What follows belongs to an exercise in optimizing a design on an open flow for small area and few clock cycles; a production flow would make more cautious choices. Only simulation tests tie the RTL to the original design; equivalence was not proved. No activity file was given, so power comes from the tool's default toggle rates.

--- design/flow/constraint.sdc ---
create_clock -name core_clock -period 4.0 [get_ports {clk}]
set_input_delay 0.8000 -clock core_clock [delete_from_list [all_inputs] [get_ports {clk}]]
set_output_delay 0.8000 -clock core_clock [all_outputs]
set_load 0.01 [all_outputs]
--- design/flow/config.mk ---
export PLATFORM = sky130hd
export DESIGN_NAME = rwt_tag_insert
export DESIGN_NICKNAME = rwt_tag_insert
export VERILOG_FILES = /design/flow/design.v
export SDC_FILE = /design/flow/constraint.sdc
export NUM_CORES = 4
export LEC_CHECK = 0
export CAP_MARGIN = 20
export CORE_MARGIN = 2
export CORE_UTILIZATION = 40
export PLACE_DENSITY = 0.6
export SLEW_MARGIN = 20
--- design/flow/design.v ---
`timescale 1ns/100ps
module util_axis_fifo #(
  parameter DATA_WIDTH = 64,
  parameter ASYNC_CLK = 0,
  parameter ADDRESS_WIDTH = 4,
  parameter M_AXIS_REGISTERED = 1
)(
  input                       m_axis_aclk,
  input                       m_axis_aresetn,
  input                       m_axis_ready,
  output                      m_axis_valid,
  output [DATA_WIDTH-1:0]     m_axis_data,
  output                      m_axis_empty,
  output [ADDRESS_WIDTH:0]    m_axis_level,
  input                       s_axis_aclk,
  input                       s_axis_aresetn,
  output                      s_axis_ready,
  input                       s_axis_valid,
  input [DATA_WIDTH-1:0]      s_axis_data,
  output                      s_axis_full,
  output [ADDRESS_WIDTH:0]    s_axis_room);
  localparam DEPTH = 1 << ADDRESS_WIDTH;
  reg [DATA_WIDTH-1:0]  mem [0:DEPTH-1];
  reg [ADDRESS_WIDTH:0] waddr;
  reg [ADDRESS_WIDTH:0] raddr;
  wire [ADDRESS_WIDTH:0] count;
  wire                  mem_full;
  wire                  mem_empty;
  wire                  wr;
  wire                  rd;
  assign count = waddr - raddr;
  assign mem_full = (count == DEPTH);
  assign mem_empty = (count == 0);
  assign s_axis_ready = ~mem_full;
  assign s_axis_full = mem_full;
  assign s_axis_room = DEPTH - count;
  assign wr = s_axis_valid & ~mem_full;
  always @(posedge s_axis_aclk)
    if (wr)
      mem[waddr[ADDRESS_WIDTH-1:0]] <= s_axis_data;
  generate
    if (M_AXIS_REGISTERED == 1) begin : g_reg
      reg                  out_valid;
      reg [DATA_WIDTH-1:0] out_data;
      assign rd = ~mem_empty & (~out_valid | m_axis_ready);
      always @(posedge m_axis_aclk) begin
        if (m_axis_aresetn == 1'b0) begin
          out_valid <= 1'b0;
        end else if (~out_valid | m_axis_ready) begin
          out_valid <= ~mem_empty;
        end
      end
      always @(posedge m_axis_aclk)
        if (rd)
          out_data <= mem[raddr[ADDRESS_WIDTH-1:0]];
      assign m_axis_valid = out_valid;
      assign m_axis_data = out_data;
      assign m_axis_empty = ~out_valid;
      assign m_axis_level = count + out_valid;
    end else begin : g_noreg
      assign rd = ~mem_empty & m_axis_ready;
      assign m_axis_valid = ~mem_empty;
      assign m_axis_data = mem[raddr[ADDRESS_WIDTH-1:0]];
      assign m_axis_empty = mem_empty;
      assign m_axis_level = count;
    end
  endgenerate
  always @(posedge s_axis_aclk) begin
    if (s_axis_aresetn == 1'b0) begin
      waddr <= 'd0;
      raddr <= 'd0;
    end else begin
      if (wr)
        waddr <= waddr + 1'b1;
      if (rd)
        raddr <= raddr + 1'b1;
    end
  end
endmodule
module rwt_tag_insert_escape #(
  parameter DWIDTH = 64)
(
  input               clk,
  input               aresetn,
  input [DWIDTH-1:0]  tag_escape,
  output reg          s_axi_ready,
  input               s_axi_valid,
  input               s_axi_escape,
  input [DWIDTH-1:0]  s_axi_data,
  input               s_axi_last,
  input               m_axi_ready,
  output              m_axi_valid,
  output [DWIDTH-1:0] m_axi_data,
  output              m_axi_last
);
  localparam ST_PASS = 3'b001;
  localparam ST_ESCAPE = 3'b010;
  localparam ST_SEND_DATA = 3'b100;
  reg [2:0]           state;
  wire                fifo_ready;
  wire                fifo_valid;
  reg [DWIDTH-1:0]    fifo_data;
  reg                 fifo_last;
  assign fifo_valid = s_axi_valid;
  always @(*)
  begin
    if (state == ST_PASS) begin
      if (s_axi_escape) begin
        fifo_data <= tag_escape;
        fifo_last <= 1'b0;
        s_axi_ready <= 1'b0;
      end else begin
        fifo_data <= s_axi_data;
        fifo_last <= s_axi_last;
        s_axi_ready <= fifo_ready;
      end
    end else if (state == ST_ESCAPE) begin
      fifo_data <= tag_escape;
      fifo_last <= 1'b0;
      s_axi_ready <= 1'b0;
    end else if (state == ST_SEND_DATA) begin
      fifo_data <= s_axi_data;
      fifo_last <= s_axi_last;
      s_axi_ready <= fifo_ready;
    end else begin
      fifo_data <= 'd0;
      fifo_last <= 1'b0;
      s_axi_ready <= 1'b0;
    end
  end
  always @(posedge clk)
  begin
    if (aresetn == 1'b0) begin
      state <= ST_PASS;
    end else begin
      case(state)
        ST_PASS :
          if (s_axi_valid) begin
            if (s_axi_escape) begin
              if (fifo_ready) begin
                state <= ST_SEND_DATA;
              end else begin
                state <= ST_ESCAPE;
              end
            end
          end
        ST_ESCAPE :
          if (fifo_ready) begin
            state <= ST_SEND_DATA;
          end
        ST_SEND_DATA :
          if (fifo_ready) begin
            state <= ST_PASS;
          end
      endcase
    end
  end
  util_axis_fifo #(
    .DATA_WIDTH(DWIDTH+1),
    .ASYNC_CLK(0),
    .ADDRESS_WIDTH(2),
    .M_AXIS_REGISTERED(1))
  sync_fifo (
    .s_axis_aclk(clk),
    .s_axis_aresetn(aresetn),
    .s_axis_ready(fifo_ready),
    .s_axis_valid(fifo_valid),
    .s_axis_data({fifo_data, fifo_last}),
    .s_axis_full(),
    .s_axis_room(),
    .m_axis_aclk(clk),
    .m_axis_aresetn(aresetn),
    .m_axis_ready(m_axi_ready),
    .m_axis_valid(m_axi_valid),
    .m_axis_data({m_axi_data, m_axi_last}),
    .m_axis_empty(),
    .m_axis_level());
endmodule
`timescale 1ns/100ps
module rwt_tag_insert #(
  parameter DWIDTH = 64,
  parameter TYPE_WIDTH = 7
)(
  input                  clk,
  input                  aresetn,
  input                  use_tags,
  input [DWIDTH-1:0]     tag_escape,
  output                 s_axi_ready,
  input                  s_axi_valid,
  input [DWIDTH-1:0]     s_axi_data,
  input                  s_axi_tag_valid,
  input [TYPE_WIDTH-1:0] s_axi_tag_type,
  input                  s_axi_last,
  input                  m_axi_ready,
  output                 m_axi_valid,
  output [DWIDTH-1:0]    m_axi_data,
  output                 m_axi_last);
  localparam MORE_FLAG = DWIDTH - 1;
  localparam TAG_WIDTH = DWIDTH - 1 - TYPE_WIDTH;
  reg                    send_reg;
  reg                    store_reg;
  reg                    reg_valid;
  reg                    reg_tagged;
  reg                    reg_last;
  reg [TYPE_WIDTH-1:0]   reg_tag_type;
  reg [DWIDTH-1:0]       reg_data;
  wire                   s_ready;
  wire                   escape_ready;
  reg                    escape_valid;
  reg                    escape_flag;
  reg [DWIDTH-1:0]       escape_data;
  reg                    escape_last;
  reg                    escape_first_tag;
  assign s_axi_ready = s_ready;
  assign s_ready = ~reg_valid || ~escape_valid || escape_ready;
  always @(*)
  begin
    send_reg <= 1'b0;
    store_reg <= 1'b0;
    if (~escape_valid || escape_ready) begin
      send_reg <= reg_valid & ~reg_tagged;
    end
    if (s_ready && s_axi_valid) begin
      store_reg <= 1'b1;
      send_reg <= reg_valid;
    end
  end
  always @(posedge clk)
  begin
    if (aresetn == 1'b0) begin
      reg_valid <= 1'b0;
      reg_tagged <= 1'b0;
      reg_last <= 1'b0;
      reg_tag_type <= 'd0;
      reg_data <= 'd0;
    end else begin
      if (store_reg) begin
        reg_valid <= 1'b1;
        reg_tagged <= use_tags & s_axi_tag_valid;
        reg_last <= s_axi_last;
        reg_tag_type <= s_axi_tag_type;
        reg_data <= s_axi_data;
      end else if (send_reg) begin
        reg_valid <= 1'b0;
      end
    end
  end
  always @(posedge clk)
  begin
    if (aresetn == 1'b0) begin
      escape_valid <= 1'b0;
      escape_data <= 'd0;
      escape_last <= 1'b0;
      escape_flag <= 1'b0;
      escape_first_tag <= 1'b1;
    end else begin
      if (escape_ready) begin
        escape_valid <= 1'b0;
      end
      if (send_reg) begin
        escape_valid <= 1'b1;
        if (~reg_tagged) begin
          if (use_tags && (reg_data == tag_escape)) begin
            escape_flag <= 1'b1;
            escape_data <= 'd0;
          end else begin
            escape_flag <= 1'b0;
            escape_data <= reg_data;
          end
          escape_last <= reg_last;
          escape_first_tag <= 1'b1;
        end else begin
          if (s_axi_tag_valid) begin
            escape_data[MORE_FLAG] <= 1'b1;
            escape_last <= 1'b0;
          end else begin
            escape_data[MORE_FLAG] <= 1'b0;
            escape_last <= reg_last;
          end
          escape_flag <= escape_first_tag;
          escape_first_tag <= 1'b0;
          escape_data[TAG_WIDTH +: TYPE_WIDTH] <= reg_tag_type;
          escape_data[0 +: TAG_WIDTH] <= reg_data[0 +: TAG_WIDTH];
        end
      end
    end
  end
  rwt_tag_insert_escape #(
    .DWIDTH(DWIDTH))
  insert_escape (
    .clk(clk),
    .aresetn(aresetn),
    .tag_escape(tag_escape),
    .s_axi_ready(escape_ready),
    .s_axi_valid(escape_valid),
    .s_axi_escape(escape_flag),
    .s_axi_data(escape_data),
    .s_axi_last(escape_last),
    .m_axi_ready(m_axi_ready),
    .m_axi_valid(m_axi_valid),
    .m_axi_data(m_axi_data),
    .m_axi_last(m_axi_last));
endmodule
--- design/flow/run.sh ---
#!/bin/bash
# synth_recipe.tcl (not shown) runs the flow's synth.tcl, then flattens the netlist and writes it again
# the make line also repeats each setting of config.mk as NAME=value (left out here)
make -C /OpenROAD-flow-scripts/flow DESIGN_CONFIG=/design/flow/config.mk WORK_HOME=/design/flow/orfs CLKGATE_MAP_FILE= SYNTH_SCRIPT=/design/flow/synth_recipe.tcl finish
==> summary.md, run 1 <==
| Metric | Value |
|---|---|
| Status | `finished clean` |
| Reg clk slew, reported paths | `0.06 ns` |
| Die Width | `218.7 microns` |
| DR pass1 iterations | `5` |
| Setup violators final | `0` |
| IO Pins | `209` |
| Die area | `47,850 sq um` |
| CP Launch Type | `flop` |
| Max incr delay on CP | `0.54 ns` |
| Reg-to-Reg Start | `insert_escape.sync_fifo.waddr[0]` |
| Final HPWL DP | `31,740 microns` |
| Fin Setup TNS | `0 ns` |
| Reg2Reg Setup Slack | `1.19 ns` |
| Leakage | `7.818 nW` |
| Post-CTS setup buffers | `0` |
| Synth unique cells | `51` |
| Critical path depth | `8` |
| All-Layer GR Usage | `0.2012` |
| Post-synth net total | `1,378` |
| Cell internal pwr | `10.36 mW` |
| Post-CTS Hold Fix Bufs | `0` |
| Post-CTS sizing | `0` |
| CP endpoint kind | `output port` |
| Critical path launch point | `insert_escape.sync_fifo.waddr[0]` |
| Core Rows | `78` |
| Placed instance count | `1,979` |
| Residual DRC | `0` |
| Cells along the critical path | `inv_1, ha_1, nor2b_1, xnor2_1, nand2_1, nand2_1, nand3_1, clkdlybuf4s50_1` |
| Cell mode on critical path | `nand2_1` |
| Final Max Slew Viols | `0` |
| Fillcell total | `3,914` |
| Worst-skew pair later-pin latency | `0.58 ns` |
| Total Power | `14.12 mW` |
| Period minus WS final | `3.709 ns` |
| Fin Hold WS | `0.4655 ns` |
| Area occupied by multi-input gates | `5284 sq um` |
| CP Capture Point | `s_axi_ready` |
| Routed length on met3 | `2524 microns` |
| Relative slew slack | `0.3704` |
| CP Class | `flop to output port` |
| Number of enable flip-flop cells after synthesis | `325` |
| Top routing layer in use | `met5` |
| Syn Inst Count | `1,229` |
| Core Footprint | `45,480 sq um` |
| Avg Vias per Cell | `5.415` |
| Grt ovf | `0` |
| Routed length on met1 | `21,610 microns` |
| Layout cells sized above 1 | `0.1184` |
| Via count | `11,220` |
| Initial antenna violation count | `5` |
| CTS root buf | `clkbuf_16` |
| Num CTS Buffers | `49` |
| Predominant post-synthesis flop cell | `edfxtp_1` |
| Fin nets | `1,580` |
| Worst Path Max Fanout | `9` |
| Synth Register Bits | `477` |
| Hold Vio Cnt, Final | `0` |
| Largest net degree at the start of global routing | `83` |
| Max-cap violations | `0` |
| GP Congestion | `0.8413` |
| Post-Layout Cell Count | `2,072` |
| Period utilisation layout | `0.9272` |
| Vias in the first global route | `11,194` |
| Delay-heaviest family, CP | `simple AND/OR/NAND/NOR gates` |
| Psw | `3.754 mW` |
| Cell area power density | `617.0 nW/um^2` |
| Initial DRC count | `932` |
| Synth Cell Area | `18,450 sq um` |
| Drt total wl | `47,970 microns` |
| Sw Share | `0.2659` |
| Warnings, synthesis | `3` |
| Sequential Power Share | `0.451` |
| Fmax achieved | `269.6 MHz` |
| Required time of the critical path | `3.20 ns` |
| Path depth of the worst reg2reg path | `9` |
| Critical-path top delay cell | `clkdlybuf4s50_1` |
| Crit path arrival time | `2.91 ns` |
| Maximum vdd drop | `467.6 uV` |
| Routed wire per std cell | `23.15 microns` |
| Asr flop ratio synth | `0` |
| Max clock buf depth | `3` |
| RSZ-0062 raised after global routing | `false` |
| Die H | `218.7 microns` |
| CTS H-tree depth | `2` |
| IO Port Bufs | `208` |
| Gate power share | `0.221` |
| Met2 WL | `22,800 microns` |
| Number of antenna-violating nets in the routed design | `0` |
| Worst slew pin tran | `0.9443 ns` |
| Sequential fraction of the synthesis area | `0.6941` |
| Mapped Avg Cell Area | `15.01 sq um` |
| Layout area overhead | `24.06%` |
| R2R Path End | `escape_data[8]` |
| Clock power share | `0.328` |
| CTS sink count | `477` |
| Buf/Inv on CP | `2` |
| Global-route wire length before repair | `70,730 microns` |
| Clock Skews | `0.01351 ns` |
| Worst Hold Class | `flop to flop` |
| Sequential Area | `12,810 sq um` |
| Initial Utilization | `0.4056` |
| CTS tree | `yes` |
how the worst min path moves through the flow:
stage                            from     endpoint  slack [ns]  cells past startpoint
after global placement    escape_last  escape_last        0.45                      2
after detailed placement  escape_last  escape_last        0.45                      2
final                     escape_last  escape_last        0.47                      2
after global routing      escape_last  escape_last        0.49                      2
after floorplan           escape_last  escape_last        0.43                      2
after CTS                 escape_last  escape_last        0.46                      2
synthesized netlist by cell type, drive strengths merged (8+ instances only):
cell	count	area [sq um]
edfxtp	325	9759
clkbuf	50	187.7
o21ai	82	410.4
buf	30	156.4
nor2b	11	68.82
a31oi	8	50.05
a21oi	12	63.81
xnor2	11	96.34
nor2	21	78.83
nand2	86	322.8
xor2	45	394.1
inv	21	78.83
nand3	79	395.4
nand2b	20	125.1
nor3	12	65.06
a22o	120	1051
dfxtp	152	3043
mux4	65	1464
nor4	18	127.6
sequential cells by signal (all words and copies together) (netlist names), 3 cells and up:
register and flops:
reg_tag_type 7, insert_escape.state 3, reg_data 64, insert_escape.sync_fifo.raddr 3
escape_data 64, insert_escape.sync_fifo.waddr 3, insert_escape.sync_fifo.mem 260, insert_escape.sync_fifo.g_reg.out_data 65
layout by cell type (no fill, tap or decap), drive strengths merged, types with 18 or more instances in the layout:
cell type	instances
edfxtp	325
clkdlybuf4s50	207
dfxtp	152
a22o	120
nand2	86
o21ai	82
nand3	79
mux4	65
clkbuf	64
xor2	45
buf	24
inv	21
nor2	21
nand2b	20
nor4	18
tightest hold or removal path: stages (launching register included):
cell and delay [ns]:
dfxtp_1 0.31, nand2_1 0.05, a21oi_1 0.05
area by class of cell:
| type | instances | area share |
|---|---|---|
| Timing Repair Buffer | 231 | 0.1019 |
| Clock buffer | 64 | 0.05883 |
| Multi-Input combinational cell | 651 | 0.2309 |
| Sequential cell | 477 | 0.5597 |
| Clock inverter | 25 | 0.01214 |
| Tap cell | 600 | 0.03281 |
| Antenna cell | 3 | 0.0003281 |
| Inverter | 21 | 0.003445 |
through the flow:
step	setup slack [ns]	util	cell area [sq um]
floorplan	0.2325	-	18450
global placement	0.4179	0.4670	21240
detailed placement	0.3793	0.4670	21240
CTS	0.3278	0.5028	22860
global route	0.1352	0.5032	22880
finish	0.2912	0.5032	22880
cell families (layout without fill, tap and decap cells):
kind of cell | after synthesis | in the layout | synth area share
and+or+nand+nor | 276 | 276 | 0.07563
xor gates and xnor gates | 56 | 56 | 0.02659
buffers and inverters | 101 | 341 | 0.02293
adders and majority gates | 7 | 7 | 0.004748
muxes | 65 | 65 | 0.07936
DFF | 477 | 477 | 0.6941
other | 0 | 3 | 0
AOI/OAI and AO/OA | 247 | 247 | 0.09666
metal layers:
| layer | global-route usage | vias to the layer above |
|---|---|---|
| met5 | 0 | - |
| met2 | 0.3191 | 330 |
| met4 | 0.06014 | 2 |
| met1 | 0.2836 | 5659 |
| met3 | 0.03591 | 66 |
| li1 | - | 5163 |
power by group through the flow:
| stage | registers [mW] | clock network, mW | logic [mW] |
|---|---|---|---|
| 3_3_place_gp | 6.46 | 0 | 3.17 |
| 4_1_cts | 6.38 | 4.70 | 3.21 |
| 2_1_floorplan | 6.65 | 0 | 1.44 |
| 3_5_place_dp | 6.48 | 0 | 3.20 |
| 5_1_grt | 6.43 | 4.88 | 3.36 |
| 6_report | 6.37 | 4.63 | 3.12 |
Testbench counts, summed over its fixed seeds: cycles 29,211.
==> run 2: changes to the inputs <==
==> design/flow/design.v (replaced) <==
`timescale 1ns/100ps
module rwt_tag_insert #(
  parameter DWIDTH = 64,
  parameter TYPE_WIDTH = 7
)(
  input                  clk,
  input                  aresetn,
  input                  use_tags,
  input [DWIDTH-1:0]     tag_escape,
  output                 s_axi_ready,
  input                  s_axi_valid,
  input [DWIDTH-1:0]     s_axi_data,
  input                  s_axi_tag_valid,
  input [TYPE_WIDTH-1:0] s_axi_tag_type,
  input                  s_axi_last,
  input                  m_axi_ready,
  output                 m_axi_valid,
  output [DWIDTH-1:0]    m_axi_data,
  output                 m_axi_last);
  localparam TAG_WIDTH = DWIDTH - 1 - TYPE_WIDTH;
  reg [1:0]        q_v;       
  reg [1:0]        q_t;       
  reg [1:0]        q_x;       
  reg [1:0]        q_p;       
  reg [1:0]        q_l;       
  reg [DWIDTH-1:0] q_d0;
  reg [DWIDTH-1:0] q_d1;
  reg              rp;        
  reg              wp;        
  reg              prev_tag;  
  wire h_v = rp ? q_v[1] : q_v[0];
  wire h_t = rp ? q_t[1] : q_t[0];
  wire h_x = rp ? q_x[1] : q_x[0];
  wire h_p = rp ? q_p[1] : q_p[0];
  wire h_l = rp ? q_l[1] : q_l[0];
  wire [DWIDTH-1:0] h_d = rp ? q_d1 : q_d0;
  wire n_v = rp ? q_v[0] : q_v[1];
  wire n_t = rp ? q_t[0] : q_t[1];
  wire out_valid = h_v & (~h_t | n_v);
  wire take_out = out_valid & m_axi_ready;
  wire deq = take_out & ~h_p;
  wire w_v = wp ? q_v[1] : q_v[0];
  wire in_ready = ~w_v | deq;
  wire take_in = s_axi_valid & in_ready;
  wire in_t = use_tags & s_axi_tag_valid;
  wire in_x = use_tags & ~s_axi_tag_valid & (s_axi_data == tag_escape);
  wire [DWIDTH-1:0] in_d = in_t ?
    {s_axi_data[DWIDTH-1], s_axi_tag_type, s_axi_data[TAG_WIDTH-1:0]} : s_axi_data;
  reg [DWIDTH-1:0] o_d;
  reg              o_l;
  always @(*) begin
    if (h_p) begin
      o_d = tag_escape;
      o_l = 1'b0;
    end else if (h_x) begin
      o_d = {DWIDTH{1'b0}};
      o_l = h_l;
    end else if (h_t) begin
      o_d = {n_t, h_d[DWIDTH-2:0]};
      o_l = h_l & ~n_t;
    end else begin
      o_d = h_d;
      o_l = h_l;
    end
  end
  assign s_axi_ready = in_ready;
  assign m_axi_valid = out_valid;
  assign m_axi_data = o_d;
  assign m_axi_last = o_l;
  always @(posedge clk) begin
    if (take_in & ~wp)
      q_d0 <= in_d;
    if (take_in & wp)
      q_d1 <= in_d;
  end
  always @(posedge clk) begin
    if (aresetn == 1'b0) begin
      q_v <= 2'b00;
      rp <= 1'b0;
      wp <= 1'b0;
      prev_tag <= 1'b0;
    end else begin
      if (take_out) begin
        if (h_p) begin
          q_p[rp] <= 1'b0;
        end else begin
          q_v[rp] <= 1'b0;
          rp <= ~rp;
        end
      end
      if (take_in) begin
        q_v[wp] <= 1'b1;
        q_t[wp] <= in_t;
        q_x[wp] <= in_x;
        q_p[wp] <= in_x | (in_t & ~prev_tag);
        q_l[wp] <= s_axi_last;
        wp <= ~wp;
        prev_tag <= in_t;
      end
    end
  end
endmodule
==> run 2 against run 1 <==
  * Hold slack improved by 0.12 ns
  * Final area fell by 56%
  * Combinational power fell by 74%
  * Synthesized area fell by 62%
  * Flip-flop and latch count fell by 336
  * Die area fell by 61%
  * Sequential share of layout area fell by 14 points
  * Total power fell by 70%
  * Cell count fell by 51%
  * Critical path type unchanged
  * Critical endpoint is now m_axi_data[9]
==> summary.md, run 2 <==
| Metric | Value |
|---|---|
| Cell area power density | `424.1 nW/um^2 (-31%)` |
| Maximum vdd drop | `269.9 uV (-42%)` |
| Warnings, synthesis | `1 (-2)` |
| Initial antenna violation count | `2 (-3)` |
| Fillcell total | `1,442 (-63%)` |
| Synth Area in Compound Gates | `0.08657 (-0.01009)` |
| Relative slew slack | `0.4715 (+0.1010)` |
| DP Area | `9338 sq um (-56%)` |
| Xor and xnor area share after synthesis | `0.04788 (+0.02129)` |
| Worst Path Max Fanout | `40 (+31)` |
| Worst-skew pair later-pin latency | `0.42 ns (-0.16 ns)` |
| Final HPWL DP | `16,060 microns (-49%)` |
| Number of enable flip-flop cells after synthesis | `136 (-58%)` |
| Mux share of post-synthesis cell area | `0.1069 (+0.02755)` |
| Core Footprint | `17,120 sq um (-62%)` |
| Placed instance count | `991 (-50%)` |
| Via count | `5,514 (-51%)` |
| Dpl ws | `0.7023 ns (+0.3230 ns)` |
| Final instance area | `9990 sq um (-56%)` |
| Crit path arrival time | `2.93 ns (+0.02 ns)` |
| Post-CTS sizing | `0 (unchanged)` |
| CTS sink count | `141 (-70%)` |
| Number of antenna-violating nets in the routed design | `0 (unchanged)` |
| Cell internal pwr | `3.221 mW (-69%)` |
| Synth Register Bits | `141 (-70%)` |
| Max clock buf depth | `2 (-1)` |
| Layout Utilization | `0.5836 (+0.08046)` |
| R2R Path End | `q_d1[3]` |
| Drt total wl | `21,700 microns (-55%)` |
| CTS H-tree depth | `4 (+2)` |
| GP Congestion | `0.9178 (+9.1%)` |
| Avg Vias per Cell | `5.380 (-0.66%)` |
| Die H | `135.8 microns (-38%)` |
| Syn Inst Count | `571 (-54%)` |
| Setup violators final | `0 (unchanged)` |
| Hold-critical path depth | `2 (unchanged)` |
| Mapped Avg Cell Area | `12.17 sq um (-19%)` |
| Required time of the critical path | `3.20 ns (about the same)` |
| Period minus WS final | `3.730 ns (+0.02158 ns)` |
| Largest family of logic cells by synthesized area | `simple AND/OR/NAND/NOR gates` |
| Synth unique cells | `43 (-16%)` |
| Initial Utilization | `0.4061 (+0.0005610)` |
| Clock Skews | `0.008591 ns (-0.004922 ns)` |
| Final setup margin | `0.2696 ns (-0.02158 ns)` |
| Worst slew pin tran | `0.7928 ns (-0.1516 ns)` |
| Max-cap violations | `0 (unchanged)` |
| Sequential Power Share | `0.413 (-0.038)` |
| Fin Hold WS | `0.5873 ns (+0.1218 ns)` |
| Die area | `18,450 sq um (-61%)` |
| Sw Share | `0.2397 (-0.02620)` |
| Synth Area in Adders | `0 (-0.004748)` |
| Reg2Reg Setup Slack | `1.18 ns (about the same)` |
| Sequential fraction of the synthesis area | `0.6019 (-0.09220)` |
| CTS tree | `yes` |
| Worst Hold Class | `flop to flop` |
| Post-synth net total | `713 (-48%)` |
| Fin nets | `928 (-41%)` |
| Die Width | `135.8 microns (-38%)` |
| Layout area overhead | `43.70%` |
| RSZ-0062 raised after global routing | `false` |
| Fin Setup TNS | `0 ns (unchanged)` |
| Critical-path top delay cell | `buf_4` |
| Post-CTS Hold Fix Bufs | `0 (unchanged)` |
| Global-route wire length before repair | `31,930 microns (-55%)` |
| All-Layer GR Usage | `0.2375 (+0.03629)` |
| Clock power share | `0.395 (+0.067)` |
| Yosys top cell area share | `0.5875 (+0.05837)` |
| CTS root buf | `clkbuf_16` |
| Most common cell after layout, fill and taps aside | `clkdlybuf4s50_1` |
| Status | `finished clean` |
| Gate power share | `0.191 (-0.030)` |
| DR pass1 iterations | `5 (unchanged)` |
| Reg-to-Reg Start | `rp` |
| Path depth of the worst reg2reg path | `6 (-3)` |
| Cell mode on critical path | `buf_4` |
| CP endpoint kind | `output port` |
| Reg clk slew, reported paths | `0.06 ns (about the same)` |
| Max incr delay on CP | `0.66 ns (+0.12 ns)` |
| Routed wire per std cell | `21.17 microns (-8.6%)` |
| Total Power | `4.236 mW (-70%)` |
| Hold_sp | `wp` |
| CP Launch Type | `flop` |
| Hold EP | `wp` |
| Num CTS Buffers | `17 (-65%)` |
| Top cells by area, synth | `edfxtp_1, mux2i_1, xor2_1, nor2b_1, o21ai_1` |
| Period utilisation layout | `0.9326 (+0.005395)` |
| Cells along the critical path | `buf_4, buf_4, mux2i_1, o21ai_1, clkdlybuf4s50_1` |
| Fmax achieved | `268.1 MHz (-0.58%)` |
| Grt ovf | `0 (unchanged)` |
| Core Rows | `48 (-38%)` |
| Leakage | `3.334 nW (-57%)` |
| Post-synth top cells | `edfxtp_1, mux2i_1, nand2_1` |
| Initial DRC count | `329 (-65%)` |
| Predominant post-synthesis flop cell | `edfxtp_1` |
| IO Port Bufs | `208 (unchanged)` |
| Psw | `1.015 mW (-73%)` |
| Final Max Slew Viols | `0 (unchanged)` |
| Most frequent cells in the layout | `clkdlybuf4s50_1, edfxtp_1, mux2i_1, nand2_1, o21ai_1` |
| Residual DRC | `0 (unchanged)` |
| Vias in the first global route | `5,593 (-50%)` |
| Layout cells sized above 1 | `0.06391 (-0.05454)` |
| Asr flop ratio synth | `0 (unchanged)` |
| CP Class | `flop to output port` |
| Synth Cell Area | `6952 sq um (-62%)` |
| IO Pins | `209 (unchanged)` |
| Post-Layout Cell Count | `1,025 (-51%)` |
| Post-CTS setup buffers | `0 (unchanged)` |
| Largest net degree at the start of global routing | `64 (-23%)` |
| Simple-Gate Fraction of Synth Area | `0.1371 (+0.06151)` |
| Synth area leader | `edfxtp_1` |
| Hold Vio Cnt, Final | `0 (unchanged)` |
| Count leader, synth | `edfxtp_1` |
-- run 2: cell count changes after synthesis, moves of 57 or more --
cell / previous run / this run
nand3_1: 79 / 9
mux4_2: 65 / 0
o21ai_1: 1 / 58
edfxtp_1: 325 / 136
o21ai_0: 81 / 2
dfxtp_1: 152 / 5
a22o_1: 120 / 2
mux2i_1: 0 / 65
-- run 2: power groups by stage --
stage,Sequential [mW],Combinational [mW],Clock [mW]
3_5_place_dp,1.78,0.808,0
3_3_place_gp,1.78,0.802,0
2_1_floorplan,1.78,0.333,0
6_report,1.75,0.811,1.67
5_1_grt,1.76,0.869,1.76
4_1_cts,1.75,0.812,1.70
-- run 2: how the worst max path moves through the flow --
stage                     depth (start not counted)  slack, ns    from             end
after global routing                              5        0.1      rp  m_axi_data[12]
after detailed placement                          5       0.70      rp  m_axi_data[19]
after floorplan                                   4       0.52  q_p[1]            flop
after CTS                                         6       0.25      rp  m_axi_data[51]
final                                             5       0.27      rp   m_axi_data[9]
after global placement                            5       0.73      rp  m_axi_data[49]
-- run 2: logic make-up after synthesis --
group / after synthesis
xor+xnor: 38
flops: 141
buf+inv: 35
compound gates: 99
simple gates: 185
mux: 73
-- run 2: cell type report --
class                   count  area, sq um  share of cell area
flip-flops and latches    141         4188              0.4192
clock inverters            13        197.7             0.01979
inverters                  14        52.55            0.005261
diodes                      2        5.005           0.0005010
repair buffers            217         2187              0.2189
clock buffers              18        429.2             0.04296
multi-input cells         395         2649              0.2652
well taps                 225        281.5             0.02818
-- run 2: critical path: cells and delay by family (launching register included) --
kind,cells,cell delay (ns)
flip-flops,1,0.34
buffers and inverters,3,1.73
multiplexers,1,0.17
AO/OA/AOI/OAI,1,0.21
-- run 2: per-layer routing --
| layer | part of all wire | global-route usage | routed length (microns) | up-vias |
|---|---|---|---|---|
| li1 | - | - | - | 2593 |
| met4 | 0.022 | 0.09375 | 487 | 0 |
| met1 | 0.44 | 0.3198 | 9459 | 2648 |
| met5 | 0 | 0 | 0 | - |
| met2 | 0.47 | 0.3698 | 10140 | 240 |
| met3 | 0.074 | 0.06003 | 1604 | 33 |
Testbench counts of run 2, summed over its fixed seeds: cycles 29,194.
==> run 3: changes to the inputs <==
==> design/flow/design.v (replaced) <==
`timescale 1ns/100ps
module rwt_tag_insert #(
  parameter DWIDTH = 64,
  parameter TYPE_WIDTH = 7
)(
  input                  clk,
  input                  aresetn,
  input                  use_tags,
  input [DWIDTH-1:0]     tag_escape,
  output                 s_axi_ready,
  input                  s_axi_valid,
  input [DWIDTH-1:0]     s_axi_data,
  input                  s_axi_tag_valid,
  input [TYPE_WIDTH-1:0] s_axi_tag_type,
  input                  s_axi_last,
  input                  m_axi_ready,
  output                 m_axi_valid,
  output [DWIDTH-1:0]    m_axi_data,
  output                 m_axi_last);
  localparam TAG_WIDTH = DWIDTH - 1 - TYPE_WIDTH;
  reg              h_v;       
  reg              h_t;       
  reg              h_x;       
  reg              h_p;       
  reg              h_l;       
  reg [DWIDTH-1:0] h_d;
  reg              t_v;
  reg              t_t;
  reg              t_x;
  reg              t_p;
  reg              t_l;
  reg [DWIDTH-1:0] t_d;
  reg              prev_tag;  
  wire out_valid = h_v & (~h_t | t_v);
  wire take_out = out_valid & m_axi_ready;
  wire deq = take_out & ~h_p;
  wire in_ready = ~t_v | deq;
  wire take_in = s_axi_valid & in_ready;
  wire in_to_h = ~h_v | (deq & ~t_v);
  wire in_t = use_tags & s_axi_tag_valid;
  wire in_x = use_tags & ~s_axi_tag_valid & (s_axi_data == tag_escape);
  wire in_p = in_x | (in_t & ~prev_tag);
  wire [DWIDTH-1:0] in_d = in_t ?
    {s_axi_data[DWIDTH-1], s_axi_tag_type, s_axi_data[TAG_WIDTH-1:0]} : s_axi_data;
  reg [DWIDTH-1:0] o_d;
  reg              o_l;
  always @(*) begin
    if (h_p) begin
      o_d = tag_escape;
      o_l = 1'b0;
    end else if (h_x) begin
      o_d = {DWIDTH{1'b0}};
      o_l = h_l;
    end else if (h_t) begin
      o_d = {t_t, h_d[DWIDTH-2:0]};
      o_l = h_l & ~t_t;
    end else begin
      o_d = h_d;
      o_l = h_l;
    end
  end
  assign s_axi_ready = in_ready;
  assign m_axi_valid = out_valid;
  assign m_axi_data = o_d;
  assign m_axi_last = o_l;
  always @(posedge clk) begin
    if (deq & t_v)
      h_d <= t_d;
    else if (take_in & in_to_h)
      h_d <= in_d;
    if (take_in & ~in_to_h)
      t_d <= in_d;
  end
  always @(posedge clk) begin
    if (take_out & h_p)
      h_p <= 1'b0;
    if (deq & t_v) begin
      h_t <= t_t;
      h_x <= t_x;
      h_p <= t_p;
      h_l <= t_l;
    end else if (take_in & in_to_h) begin
      h_t <= in_t;
      h_x <= in_x;
      h_p <= in_p;
      h_l <= s_axi_last;
    end
    if (take_in & ~in_to_h) begin
      t_t <= in_t;
      t_x <= in_x;
      t_p <= in_p;
      t_l <= s_axi_last;
    end
  end
  always @(posedge clk) begin
    if (aresetn == 1'b0) begin
      h_v <= 1'b0;
      t_v <= 1'b0;
      prev_tag <= 1'b0;
    end else begin
      if (deq)
        h_v <= t_v | take_in;
      else if (take_in)
        h_v <= 1'b1;
      if (deq)
        t_v <= t_v & take_in;
      else if (take_in & h_v)
        t_v <= 1'b1;
      if (take_in)
        prev_tag <= in_t;
    end
  end
endmodule
==> design/flow/flow/run.sh (new file) <==
#!/bin/bash
# The standard layout (standard.sh: the ORFS flow with its standard synthesis), with two
# changes: the port buffers are the smallest buffer, and clock tree synthesis uses clkbuf_4
# buffers without dummy loads. Each ORFS step logs to orfs/logs/; make's output goes to make.log.
set -euo pipefail
bash standard.sh finish \
  "BUFFER_PORTS_ARGS=-buffer_cell sky130_fd_sc_hd__buf_1" \
  "CTS_ARGS=-sink_clustering_enable -repair_clock_nets -buf_list sky130_fd_sc_hd__clkbuf_4 -dont_use_dummy_load" \
  > make.log 2>&1
==> design/flow/standard.sh (new file) <==
#!/bin/bash
# synth_recipe.tcl (not shown) runs the flow's synth.tcl, then flattens the netlist and writes it again
# the make line also repeats each setting of config.mk as NAME=value (left out here)
make -C /OpenROAD-flow-scripts/flow DESIGN_CONFIG=/design/flow/config.mk WORK_HOME=/design/flow/orfs CLKGATE_MAP_FILE= SYNTH_SCRIPT=/design/flow/synth_recipe.tcl "${@:-finish}"
removed: design/flow/run.sh
==> run 3 against run 2 <==
  * Hold slack got worse by 0.11 ns
  * Setup slack improved by 0.49 ns
  * Total power fell by 32%
  * Largest power group unchanged
  * Critical path depth fell by 1
  * Via count fell by 5.3%
  * Critical endpoint is now m_axi_data[8]
  * Routed wire length fell by 12%
  * Non-clock buffer count did not move
  * Highest routed layer unchanged
  * Final area fell by 21%
  * Synthesized area fell by 3.3%
  * Still clean
==> summary.md, run 3 <==
| Metric | Value |
|---|---|
| Status | `finished clean` |
| Sw Share | `0.2734 (+0.03372)` |
| Relative slew slack | `0.4787 (+0.007275)` |
| Synth area leader | `edfxtp_1` |
| GP Congestion | `0.8539 (-7.0%)` |
| Worst slew pin tran | `0.7800 ns (-0.01276 ns)` |
| Maximum vdd drop | `139.5 uV (-48%)` |
| Vias in the first global route | `5,071 (-9.3%)` |
| Sequential fraction of the synthesis area | `0.6168 (+0.01489)` |
| Psw | `0.7868 mW (-23%)` |
| Avg Vias per Cell | `5.231 (-2.8%)` |
| CTS sink count | `139 (-1.4%)` |
| CP Launch Type | `flop` |
| Grt ovf | `0 (unchanged)` |
| Initial DRC count | `524 (+59%)` |
| Most frequent cells in the layout | `buf_1, nand2_1, edfxtp_1, a22o_1, xor2_1` |
| Fin Hold WS | `0.4736 ns (-0.1137 ns)` |
| Cell internal pwr | `2.091 mW (-35%)` |
| DP Area | `7779 sq um (-17%)` |
| CP endpoint kind | `output port` |
| IO Pins | `209 (unchanged)` |
| Max clock buf depth | `2 (unchanged)` |
| Hold EP | `t_d[19]` |
| DR pass1 iterations | `5 (unchanged)` |
| All-Layer GR Usage | `0.2151 (-0.02241)` |
| Number of antenna-violating nets in the routed design | `0 (unchanged)` |
| Largest net degree at the start of global routing | `60 (-6.3%)` |
| Synth unique cells | `43 (unchanged)` |
| Number of enable flip-flop cells after synthesis | `136 (unchanged)` |
| Reg-to-Reg Start | `h_p` |
| Required time of the critical path | `3.20 ns (about the same)` |
| Hold-critical path depth | `1 (-1)` |
| Post-synth net total | `712 (-0.14%)` |
| Post-synth top cells | `nand2_1, edfxtp_1, a22o_1` |
| Core Footprint | `16,520 sq um (-3.5%)` |
| Final Max Slew Viols | `0 (unchanged)` |
| Routed wire per std cell | `19.09 microns (-9.8%)` |
| Setup violators final | `0 (unchanged)` |
| Num CTS Buffers | `17 (unchanged)` |
| Final HPWL DP | `14,080 microns (-12%)` |
| Layout area overhead | `17.71%` |
| Cell area power density | `363.8 nW/um^2 (-14%)` |
| RSZ-0062 raised after global routing | `false` |
| Fmax achieved | `308.9 MHz (+15%)` |
| CTS H-tree depth | `4 (unchanged)` |
| Warnings, synthesis | `1 (unchanged)` |
| Post-CTS sizing | `0 (unchanged)` |
| Core Rows | `47 (-2.1%)` |
| Die Width | `133.6 microns (-1.6%)` |
| Period minus WS final | `3.238 ns (-0.4926 ns)` |
| Asr flop ratio synth | `0 (unchanged)` |
| Final instance area | `7909 sq um (-21%)` |
| Drt total wl | `19,050 microns (-12%)` |
| Synth Register Bits | `139 (-1.4%)` |
| R2R Path End | `h_d[17]` |
| Worst Path Max Fanout | `35 (-13%)` |
| Max-cap violations | `0 (unchanged)` |
| Crit path arrival time | `2.44 ns (-0.49 ns)` |
| Synth Cell Area | `6719 sq um (-3.3%)` |
| Via count | `5,221 (-5.3%)` |
| Most common cell after layout, fill and taps aside | `buf_1` |
| Syn Inst Count | `570 (-0.18%)` |
| Reg2Reg Setup Slack | `1.50 ns (+0.32 ns)` |
| Gate power share | `0.177 (-0.014)` |
| Clock power share | `0.217 (-0.178)` |
| Initial antenna violation count | `1 (-1)` |
| CTS root buf | `clkbuf_4` |
| Clock Skews | `0.02934 ns (+0.02075 ns)` |
| Layout cells sized above 1 | `0.07079 (+0.006875)` |
| Hold Vio Cnt, Final | `0 (unchanged)` |
| Sequential Power Share | `0.606 (+0.193)` |
| Count leader, synth | `nand2_1` |
| Predominant post-synthesis flop cell | `edfxtp_1` |
| Residual DRC | `0 (unchanged)` |
| Hold_sp | `s_axi_data[19]` |
| Period utilisation layout | `0.8094 (-0.1231)` |
| Global-route wire length before repair | `28,560 microns (-11%)` |
| Top cells by area, synth | `edfxtp_1, nand2_1, a22o_1, xor2_1, mux2_2` |
| CTS tree | `yes` |
| Initial Utilization | `0.4066 (+0.0004622)` |
| Worst Hold Class | `input pin to flop` |
| Leakage | `2.875 nW (-14%)` |
| Worst-skew pair later-pin latency | `0.55 ns (+0.13 ns)` |
| Die area | `17,850 sq um (-3.2%)` |
| IO Port Bufs | `208 (unchanged)` |
| Mapped Avg Cell Area | `11.79 sq um (-3.2%)` |
| Die H | `133.6 microns (-1.6%)` |
| CP Class | `flop to output port` |
| Path depth of the worst reg2reg path | `6 (unchanged)` |
| Post-CTS setup buffers | `0 (unchanged)` |
| Fin nets | `921 (-0.75%)` |
| Post-CTS Hold Fix Bufs | `0 (unchanged)` |
| Yosys top cell area share | `0.6078 (+0.02035)` |
| Fin Setup TNS | `0 ns (unchanged)` |
| Reg clk slew, reported paths | `0.10 ns (+0.04 ns)` |
run 3: area by class of cell:
| cell class | instances | area (sq um) |
|---|---|---|
| Tap cell | 220 | 275.3 |
| Antenna cell | 1 | 2.502 |
| Timing Repair Buffer | 217 | 885.9 |
| Inverter | 16 | 60.06 |
| Multi-Input combinational cell | 388 | 2414 |
| Clock buffer | 17 | 127.6 |
| Sequential cell | 139 | 4144 |
| Fill cell | 1567 | 8616 |
run 3: per-layer routing:
metal  GRT usage  vias to the layer above  wire length [microns]
li1            -                     2470                      -
met1      0.2876                     2494                   8098
met2      0.3431                      228                   9111
met3     0.04833                       29                   1413
met4     0.08333                        0                    425
met5           0                        -                      0
run 3: logic make-up (layout without fill, tap and decap cells):
kind of cell    Yosys count  count (layout)  synth area share
flops                   139             139            0.6168
buf+inv                  43             250           0.02756
compound gates           93              93            0.1156
simple gates            239             239            0.1616
xor+xnor                 41              41           0.05344
mux                      15              15           0.02495
other cells               0               1                 0
run 3: power by group through the flow:
stage,clock (mW),combinational [mW],sequential (mW)
finish,0.625,0.510,1.74
CTS,0.647,0.515,1.74
floorplan,0,0.283,1.77
global placement,0,0.505,1.77
global route,0.696,0.558,1.75
detailed placement,0,0.513,1.78
run 3: worst max-delay path: stages (launching register included):
cell and delay (ns):
edfxtp_1 0.59, nor2_4 0.68, buf_12 0.28, a22o_1 0.16
buf_1 0.16
run 3: how the worst max path moves through the flow:
stage                           start        endpoint  cells past startpoint
after global placement    m_axi_ready         h_d[35]                      7
after detailed placement  m_axi_ready         h_d[29]                      7
after floorplan           m_axi_ready          t_d[0]                      4
after CTS                         h_p  m_axi_data[11]                      4
after global routing              h_p  m_axi_data[11]                      4
final                             h_p   m_axi_data[8]                      4
run 3: stage by stage:
stage	cells	power [mW]	setup WS, ns	util
2_1_floorplan	570	2.049	0.5679	-
3_3_place_gp	980	2.277	1.259	0.4707
3_5_place_dp	980	2.290	1.149	0.4707
4_1_cts	997	2.906	0.7139	0.4785
5_1_grt	998	3.005	0.5706	0.4786
6_report	998	2.878	0.7622	0.4786
Testbench counts of run 3, summed over its fixed seeds: cycles 29,194.
==> run 4: changes to the inputs <==
--- a/design/flow/design.v
+++ b/design/flow/design.v
@@ -65,7 +65,8 @@
   assign m_axi_last = o_l;
+  wire h_from_t = deq & t_v;
+  wire h_from_in = take_in & in_to_h & ~h_from_t;
+  wire h_hold = ~h_from_t & ~h_from_in;
   always @(posedge clk) begin
-    if (deq & t_v)
-      h_d <= t_d;
-    else if (take_in & in_to_h)
-      h_d <= in_d;
+    h_d <= ({DWIDTH{h_from_t}} & t_d) | ({DWIDTH{h_from_in}} & in_d) |
+           ({DWIDTH{h_hold}} & h_d);
     if (take_in & ~in_to_h)
==> run 4 against run 3 <==
  * First-iteration DRC count fell by 39%
  * Hold slack worse by 0.028 ns
  * Maximum frequency decreased by 0.65%
  * Critical path type unchanged
  * Still clean on timing, DRC and antenna
==> summary.md, run 4 <==
| Metric | Value |
|---|---|
| Yosys top cell area share | `0.3410 (-0.2669)` |
| Area occupied by multi-input gates | `2605 sq um (+7.9%)` |
| Hold EP | `h_d[58]` |
| Clock Skews | `0.03589 ns (+0.006541 ns)` |
| Layout area overhead | `17.11%` |
| Worst Hold Class | `flop to flop` |
| Final HPWL DP | `13,570 microns (-3.6%)` |
| Predominant post-synthesis flop cell | `edfxtp_1` |
| Max clock buf depth | `2 (unchanged)` |
| GR met1 Demand/Resource | `0.3201 (+0.03247)` |
| Core Rows | `46 (-2.1%)` |
| Top cells by area, synth | `edfxtp_1, dfxtp_1, a22o_1, nand2_1, a22oi_1` |
| Die H | `129.9 microns (-2.8%)` |
| Path depth of the worst reg2reg path | `4 (-2)` |
| Critical-path top delay cell | `edfxtp_1` |
| Mapped Avg Cell Area | `10.99 sq um (-6.8%)` |
| Setup violators final | `0 (unchanged)` |
| Post-CTS sizing | `0 (unchanged)` |
| Synth Cell Area | `6341 sq um (-5.6%)` |
| Reg-to-Reg Start | `h_p` |
| DR pass1 iterations | `5 (unchanged)` |
| IO Port Bufs | `208 (unchanged)` |
| Most common cell after layout, fill and taps aside | `buf_1` |
| Most frequent cells in the layout | `buf_1, nand2_1, edfxtp_1, dfxtp_1` |
| Synth area leader | `edfxtp_1` |
| Initial antenna violation count | `0 (-1)` |
| Num CTS Buffers | `17 (unchanged)` |
| CTS root buf | `clkbuf_4` |
| Post-Layout Cell Count | `991 (-0.70%)` |
| Worst slew pin tran | `0.7937 ns (+0.01365 ns)` |
| Syn Inst Count | `577 (+1.2%)` |
| Cells along the critical path | `nor2_4, buf_12, a22o_1, buf_1` |
| Status | `finished clean` |
| Core Footprint | `15,710 sq um (-4.9%)` |
| Sequential Area | `3503 sq um (-15%)` |
| CP endpoint kind | `output port` |
| Asr flop ratio synth | `0 (unchanged)` |
| CP Launch Type | `flop` |
| Layout cells sized above 1 | `0.05419 (-0.01659)` |
| Crit path arrival time | `2.46 ns (+0.02 ns)` |
| Final setup margin | `0.7412 ns (-0.02103 ns)` |
| Worst Path Max Fanout | `45 (+29%)` |
| All-Layer GR Usage | `0.2271 (+0.01201)` |
| Avg Vias per Cell | `5.377 (+2.8%)` |
| Vias in the first global route | `5,092 (+0.41%)` |
| Layout Utilization | `0.4726 (-0.006003)` |
| Hold_sp | `t_d[58]` |
| Max-cap violations | `0 (unchanged)` |
| Global-route wire length before repair | `28,550 microns (about the same)` |
| IO Pins | `209 (unchanged)` |
| Fillcell total | `1,515 (-3.3%)` |
| Worst-skew pair later-pin latency | `0.55 ns (about the same)` |
| Count leader, synth | `nand2_1` |
| Residual DRC | `0 (unchanged)` |
| Relative slew slack | `0.4709 (-0.007867)` |
| Met2 Use GR | `0.3477 (+0.004636)` |
| Cell area power density | `408.9 nW/um^2 (+12%)` |
| Warnings, synthesis | `1 (unchanged)` |
| M3 GR Usage | `0.05002 (+0.001695)` |
| Reg clk slew, reported paths | `0.12 ns (+0.02 ns)` |
| Largest net degree at the start of global routing | `71 (+18%)` |
| Post-CTS Hold Fix Bufs | `0 (unchanged)` |
| Number of enable flip-flop cells after synthesis | `72 (-47%)` |
| Post-synth net total | `719 (+0.98%)` |
| Initial DRC count | `321 (-39%)` |
| Grt ovf | `0 (unchanged)` |
| Sequential fraction of the synthesis area | `0.5525 (-0.06427)` |
| Fin nets | `919 (-0.22%)` |
| CTS H-tree depth | `4 (unchanged)` |
| GP Congestion | `0.8014 (-6.1%)` |
| Placed instance count | `973 (-0.71%)` |
| Fmax achieved | `306.9 MHz (-0.65%)` |
| Hold Vio Cnt, Final | `0 (unchanged)` |
| RSZ-0062 raised after global routing | `false` |
| Period utilisation layout | `0.8147 (+0.005257)` |
| Post-CTS setup buffers | `0 (unchanged)` |
| Max incr delay on CP | `0.68 ns (about the same)` |
| Post-synth top cells | `nand2_1, edfxtp_1, dfxtp_1` |
| Maximum vdd drop | `145.6 uV (+4.4%)` |
| Final Max Slew Viols | `0 (unchanged)` |
| Die Width | `129.9 microns (-2.8%)` |
| Reg2Reg Setup Slack | `1.44 ns (-0.06 ns)` |
| Die area | `16,880 sq um (-5.5%)` |
| Period minus WS final | `3.259 ns (+0.02103 ns)` |
| Required time of the critical path | `3.20 ns (about the same)` |
| Via count | `5,329 (+2.1%)` |
| Dpl ws | `1.275 ns (+0.1260 ns)` |
| Routed wire per std cell | `19.05 microns (-0.17%)` |
| Leakage | `2.822 nW (-1.9%)` |
| CP Class | `flop to output port` |
| Initial Utilization | `0.4036 (-0.003035)` |
| Antenna Cells | `0 (-1)` |
| Fin Hold WS | `0.4458 ns (-0.02786 ns)` |
| CTS tree | `yes` |
| CTS sink count | `139 (unchanged)` |
| Synth Register Bits | `139 (unchanged)` |
| R2R Path End | `t_d[54]` |
| Hold-critical path depth | `2 (+1)` |
| Synth unique cells | `45 (+4.7%)` |
| Busiest grt layer | `met2` |
| Number of antenna-violating nets in the routed design | `0 (unchanged)` |
| Drt total wl | `18,880 microns (-0.87%)` |
| Fin Setup TNS | `0 ns (unchanged)` |
-- run 4: cell count changes in the layout (fill, tap and decap cells not counted), moves of 4 or more --
cell	delta
a22oi_1	+62
dfxtp_1	+64
edfxtp_1	-64
inv_1	-4
mux2_2	-6
nand2_1	-41
nand2b_1	-6
nand4_1	+4
nor2b_1	-11
o21ai_0	-5
xnor2_1	+19
xor2_1	-6
-- run 4: area by class of cell --
cell class | instances | area share
Inverter | 11 | 0.005560
Timing Repair Buffer | 215 | 0.1183
Tap cell | 216 | 0.03639
Multi-Input combinational cell | 393 | 0.3508
Sequential cell | 139 | 0.4718
Clock buffer | 17 | 0.01719
-- run 4: worst max path at each step --
stage / to / start / cells after the start
floorplan: t_d[0] / m_axi_ready / 3
global placement: h_d[23] / h_p / 6
detailed placement: h_d[17] / h_p / 6
CTS: m_axi_data[32] / h_p / 4
global route: m_axi_data[59] / h_p / 4
finish: m_axi_data[58] / h_p / 4
-- run 4: worst max-delay path: cells and delay by family (launching register included) --
| family | cells | cell delay [ns] |
|---|---|---|
| and+or+nand+nor | 1 | 0.56 |
| AOI/OAI and AO/OA | 1 | 0.18 |
| DFF | 1 | 0.68 |
| buffers and inverters | 2 | 0.44 |
-- run 4: stage by stage --
stage / total power [mW] / area [sq um]
after global routing: 3.213 / 7426
after detailed placement: 2.431 / 7271
final: 3.036 / 7426
after floorplan: 2.166 / 6341
after CTS: 3.058 / 7398
after global placement: 2.417 / 7271
-- run 4: power breakdown --
group / switching, mW / total, mW / internal [mW]
logic: 0.394 / 0.649 / 0.255
clock network: 0.435 / 0.628 / 0.194
registers: 0.0901 / 1.76 / 1.67
-- run 4: logic make-up after synthesis --
family,share of synthesized area
simple gates,0.1306
compound gates,0.1865
flops,0.5525
xor+xnor,0.07459
buf+inv,0.03848
mux,0.01579
fa+ha+maj,0.001579
-- run 4: per-layer routing --
metal / vias up / share of wire
met4: 0 / 0.021
li1: 2515 / -
met1: 2559 / 0.46
met5: - / 0
met3: 28 / 0.063
met2: 227 / 0.45
Testbench counts of run 4, summed over its fixed seeds: cycles 29,194.
==> run 5: changes to the inputs <==
--- a/design/flow/design.v
+++ b/design/flow/design.v
@@ -36,5 +36,5 @@
   wire deq = take_out & ~h_p;
-  wire in_ready = ~t_v | deq;
+  wire move = t_v & (~h_v | deq);
+  wire in_ready = ~t_v | move;
   wire take_in = s_axi_valid & in_ready;
-  wire in_to_h = ~h_v | (deq & ~t_v);
   wire in_t = use_tags & s_axi_tag_valid;
@@ -65,9 +65,6 @@
   assign m_axi_last = o_l;
-  wire h_from_t = deq & t_v;
-  wire h_from_in = take_in & in_to_h & ~h_from_t;
-  wire h_hold = ~h_from_t & ~h_from_in;
   always @(posedge clk) begin
-    h_d <= ({DWIDTH{h_from_t}} & t_d) | ({DWIDTH{h_from_in}} & in_d) |
-           ({DWIDTH{h_hold}} & h_d);
-    if (take_in & ~in_to_h)
+    if (move)
+      h_d <= t_d;
+    if (take_in)
       t_d <= in_d;
@@ -77,3 +74,3 @@
       h_p <= 1'b0;
-    if (deq & t_v) begin
+    if (move) begin
       h_t <= t_t;
@@ -82,9 +79,4 @@
       h_l <= t_l;
-    end else if (take_in & in_to_h) begin
-      h_t <= in_t;
-      h_x <= in_x;
-      h_p <= in_p;
-      h_l <= s_axi_last;
     end
-    if (take_in & ~in_to_h) begin
+    if (take_in) begin
       t_t <= in_t;
@@ -101,10 +93,10 @@
     end else begin
-      if (deq)
-        h_v <= t_v | take_in;
-      else if (take_in)
+      if (move)
         h_v <= 1'b1;
-      if (deq)
-        t_v <= t_v & take_in;
-      else if (take_in & h_v)
+      else if (deq)
+        h_v <= 1'b0;
+      if (take_in)
         t_v <= 1'b1;
+      else if (move)
+        t_v <= 1'b0;
       if (take_in)
==> run 5 against run 4 <==
  * Highest routed layer unchanged
  * Combinational power shrank 45%
  * Utilization grew 2.4 points
  * Sequential share of layout area grew 12 points
  * Total power shrank 12%
  * Non-clock buffer count is the same
  * Critical path type unchanged
  * Hold slack lost 0.044 ns
==> summary.md, run 5 <==
| Metric | Value |
|---|---|
| Core Footprint | `13,990 sq um (-11%)` |
| Top cells by area, synth | `edfxtp_1, a22o_1, xnor2_1, xor2_1, nand2b_1` |
| CP endpoint kind | `output port` |
| Yosys top cell area share | `0.7059 (+0.3649)` |
| Synth Area in Adders | `0 (-0.001579)` |
| Die H | `124.3 microns (-4.3%)` |
| CP Launch Type | `flop` |
| Cells along the critical path | `buf_4, nand2b_1, nand3_1, buf_1` |
| Post-CTS Hold Fix Bufs | `0 (unchanged)` |
| All-Layer GR Usage | `0.1927 (-0.03438)` |
| Hold_sp | `t_d[28]` |
| Routed wire per std cell | `19.22 microns (+0.89%)` |
| Dpl ws | `1.536 ns (+0.2602 ns)` |
| Required time of the critical path | `3.20 ns (about the same)` |
| Syn Inst Count | `362 (-37%)` |
| Layout cells sized above 1 | `0.06897 (+0.01477)` |
| Total Power | `2.678 mW (-12%)` |
| Final Max Slew Viols | `0 (unchanged)` |
| Predominant post-synthesis flop cell | `edfxtp_1` |
| Worst Path Max Fanout | `68 (+51%)` |
| GP Congestion | `0.8382 (+4.6%)` |
| CTS H-tree depth | `4 (unchanged)` |
| RSZ-0062 raised after global routing | `false` |
| Critical-path top delay cell | `buf_4` |
| Sw Share | `0.2431 (-0.05946)` |
| CP Class | `flop to output port` |
| Synth unique cells | `41 (-8.9%)` |
| Max-cap violations | `0 (unchanged)` |
| Initial DRC count | `382 (+19%)` |
| Simple-Gate Fraction of Synth Area | `0.04952 (-0.08110)` |
| Max incr delay on CP | `0.61 ns (-0.07 ns)` |
| Busiest grt layer | `met2` |
| Path depth of the worst reg2reg path | `6 (+2)` |
| Post-CTS setup buffers | `0 (unchanged)` |
| CTS sink count | `139 (unchanged)` |
| Synth Register Bits | `139 (unchanged)` |
| Critical path launch point | `h_p` |
| Setup violators final | `0 (unchanged)` |
| M3 GR Usage | `0.05799 (+0.007969)` |
| Most common cell after layout, fill and taps aside | `buf_1` |
| Status | `finished clean` |
| Cell internal pwr | `2.027 mW (-4.3%)` |
| Psw | `0.6510 mW (-29%)` |
| Global-route wire length before repair | `22,660 microns (-21%)` |
| DR pass1 iterations | `4 (-1)` |
| Post-synth net total | `504 (-30%)` |
| Avg Vias per Cell | `5.192 (-3.5%)` |
| Critical path depth | `4 (unchanged)` |
| Num CTS Buffers | `17 (unchanged)` |
| Asr flop ratio synth | `0 (unchanged)` |
| Relative slew slack | `0.4708 (about the same)` |
| Met2 Use GR | `0.3083 (-0.03944)` |
| Initial Utilization | `0.4136 (+0.01003)` |
| Crit path arrival time | `2.24 ns (-0.22 ns)` |
| Post-synth top cells | `edfxtp_1, a22o_1, xnor2_1` |
| Reg-to-Reg Start | `h_p` |
| DP Area | `6823 sq um (-6.2%)` |
| Delay-heaviest family, CP | `buffers and inverters` |
| Die Width | `124.3 microns (-4.3%)` |
| CTS tree | `yes` |
| Hold-critical path depth | `0 (-2)` |
| Worst Hold Class | `flop to flop` |
| Final setup margin | `0.9577 ns (+0.2166 ns)` |
| Cell area power density | `385.1 nW/um^2 (-5.8%)` |
| Worst-skew pair later-pin latency | `0.53 ns (-0.02 ns)` |
| Residual DRC | `0 (unchanged)` |
| Initial antenna violation count | `1 (+1)` |
| Layout area overhead | `20.18%` |
| CTS root buf | `clkbuf_4` |
| Grt ovf | `0 (unchanged)` |
| Fin nets | `724 (-21%)` |
| Period utilisation layout | `0.7606 (-0.05414)` |
| Sequential Power Share | `0.641 (+0.062)` |
| Final instance area | `6953 sq um (-6.4%)` |
| Worst slew pin tran | `0.7938 ns (+0.0001481 ns)` |
| Xor and xnor area share after synthesis | `0.06358 (-0.01100)` |
| Most frequent cells in the layout | `buf_1, edfxtp_1, a22o_1, xnor2_1, inv_1` |
| Buf/Inv on CP | `2 (unchanged)` |
| GR met1 Demand/Resource | `0.2502 (-0.06989)` |
| Largest net degree at the start of global routing | `69 (-2.8%)` |
| Clock Skews | `0.03306 ns (-0.002829 ns)` |
| Clock power share | `0.226 (+0.019)` |
| Synth Cell Area | `5786 sq um (-8.8%)` |
| IO Port Bufs | `208 (unchanged)` |
| Maximum vdd drop | `239.6 uV (+65%)` |
| Number of enable flip-flop cells after synthesis | `136 (+89%)` |
| Post-CTS sizing | `0 (unchanged)` |
| Synth area leader | `edfxtp_1` |
| Core Rows | `43 (-6.5%)` |
| Reg clk slew, reported paths | `0.10 ns (-0.02 ns)` |
| Count leader, synth | `edfxtp_1` |
| Gate power share | `0.133 (-0.081)` |
| IO Pins | `209 (unchanged)` |
| Vias in the first global route | `4,106 (-19%)` |
| Mux share of post-synthesis cell area | `0.01341 (-0.002377)` |
| Sequential fraction of the synthesis area | `0.7163 (+0.1638)` |
| Die area | `15,440 sq um (-8.5%)` |
| Max clock buf depth | `2 (unchanged)` |
| Warnings, synthesis | `1 (unchanged)` |
| Drt total wl | `14,630 microns (-23%)` |
| Leakage | `2.287 nW (-19%)` |
| Mapped Avg Cell Area | `15.98 sq um (+45%)` |
| Largest family of logic cells by synthesized area | `compound AO/OA/AOI/OAI gates` |
| Hold Vio Cnt, Final | `0 (unchanged)` |
| Period minus WS final | `3.042 ns (-0.2166 ns)` |
| Number of antenna-violating nets in the routed design | `0 (unchanged)` |
| Fmax achieved | `328.7 MHz (+7.1%)` |
| Synth Area in Compound Gates | `0.1334 (-0.05303)` |
| Final HPWL DP | `10,620 microns (-22%)` |
| Fin Setup TNS | `0 ns (unchanged)` |
| Via count | `3,951 (-26%)` |
run 5: kinds of logic after synthesis:
group	Yosys count
AO/OA/AOI/OAI	91
XOR/XNOR	42
buffers and inverters	36
flip-flops	139
multiplexers	7
AND/OR/NAND/NOR	47
run 5: worst register-to-register path: stages (launching register included):
cell      delay (ns)
edfxtp_1        0.43
buf_4           0.36
nand2b_1        0.47
a31oi_4         0.23
buf_4           0.49
mux2i_1         0.27
nor2b_1         0.06
run 5: final cells by class:
cell class / count / area (sq um)
multi-input combinational: 187 / 1538
fill: 1267 / 7036
timing repair buffer: 215 / 833.3
tap: 180 / 225.2
clock buffer: 17 / 127.6
inverter: 22 / 82.58
sequential: 139 / 4144
antenna: 1 / 2.502
run 5: stage by stage:
step,hold slack (ns),instances,util
2_1_floorplan,0.4003,362,-
3_3_place_gp,0.4008,743,0.4877
3_5_place_dp,0.4045,743,0.4877
4_1_cts,0.3807,760,0.4969
5_1_grt,0.3852,761,0.4970
6_report,0.4016,761,0.4970
run 5: power groups by stage:
stage,clock (mW),combinational [mW],sequential (mW)
final,0.605,0.357,1.72
after global routing,0.680,0.394,1.72
after CTS,0.639,0.363,1.72
after detailed placement,0,0.361,1.75
after global placement,0,0.358,1.74
after floorplan,0,0.191,1.74
run 5: layer usage:
metal	part of all wire	routed length, microns
met5	0	0
met4	0.018	260
met3	0.072	1049
met2	0.47	6928
met1	0.44	6390
run 5: final timing paths:
check / to / slack [ns]
min reg2reg: h_d[28] / 0.40
min: h_d[28] / 0.40
max reg2reg: prev_tag / 1.59
max: s_axi_ready / 0.96
Testbench counts of run 5, summed over its fixed seeds: cycles 29,200.

## static timing again, ports no longer ideal
No port has a modelled driver above. Below, the same layouts with a new extraction and two added sets of constraints. Step 1, drivers: a clkbuf_16 drives clk and a buf_2 each remaining input, both assumed. Step 2 adds t to the input delays and takes it off the output delays; t is the mean of the earliest and latest rising clock arrival at the registers after step 1. Input paths then give back, and output paths get back, about the clock's delay inside the block. Three values: no drivers, after step 1, after step 2; two values: the first two.
| run | t (ns) | setup WS [ns] | worst setup path after step 2 | clock arrival spread, ns |
|---|---|---|---|---|
| run 1 | 0.629 | 0.291 / 0.235 / 0.355 | input to register | 0.014 / 0.013 |
| run 2 | 0.454 | 0.270 / 0.228 / 0.682 | register to output | 0.010 / 0.010 |
| run 3 | 0.568 | 0.762 / 0.726 / 1.161 | input to register | 0.031 / 0.032 |
| run 4 | 0.567 | 0.741 / 0.707 / 1.274 | register to output | 0.036 / 0.036 |
| run 5 | 0.549 | 0.958 / 0.920 / 1.469 | register to output | 0.033 / 0.034 |
After both steps setup and hold are still met in every run listed.
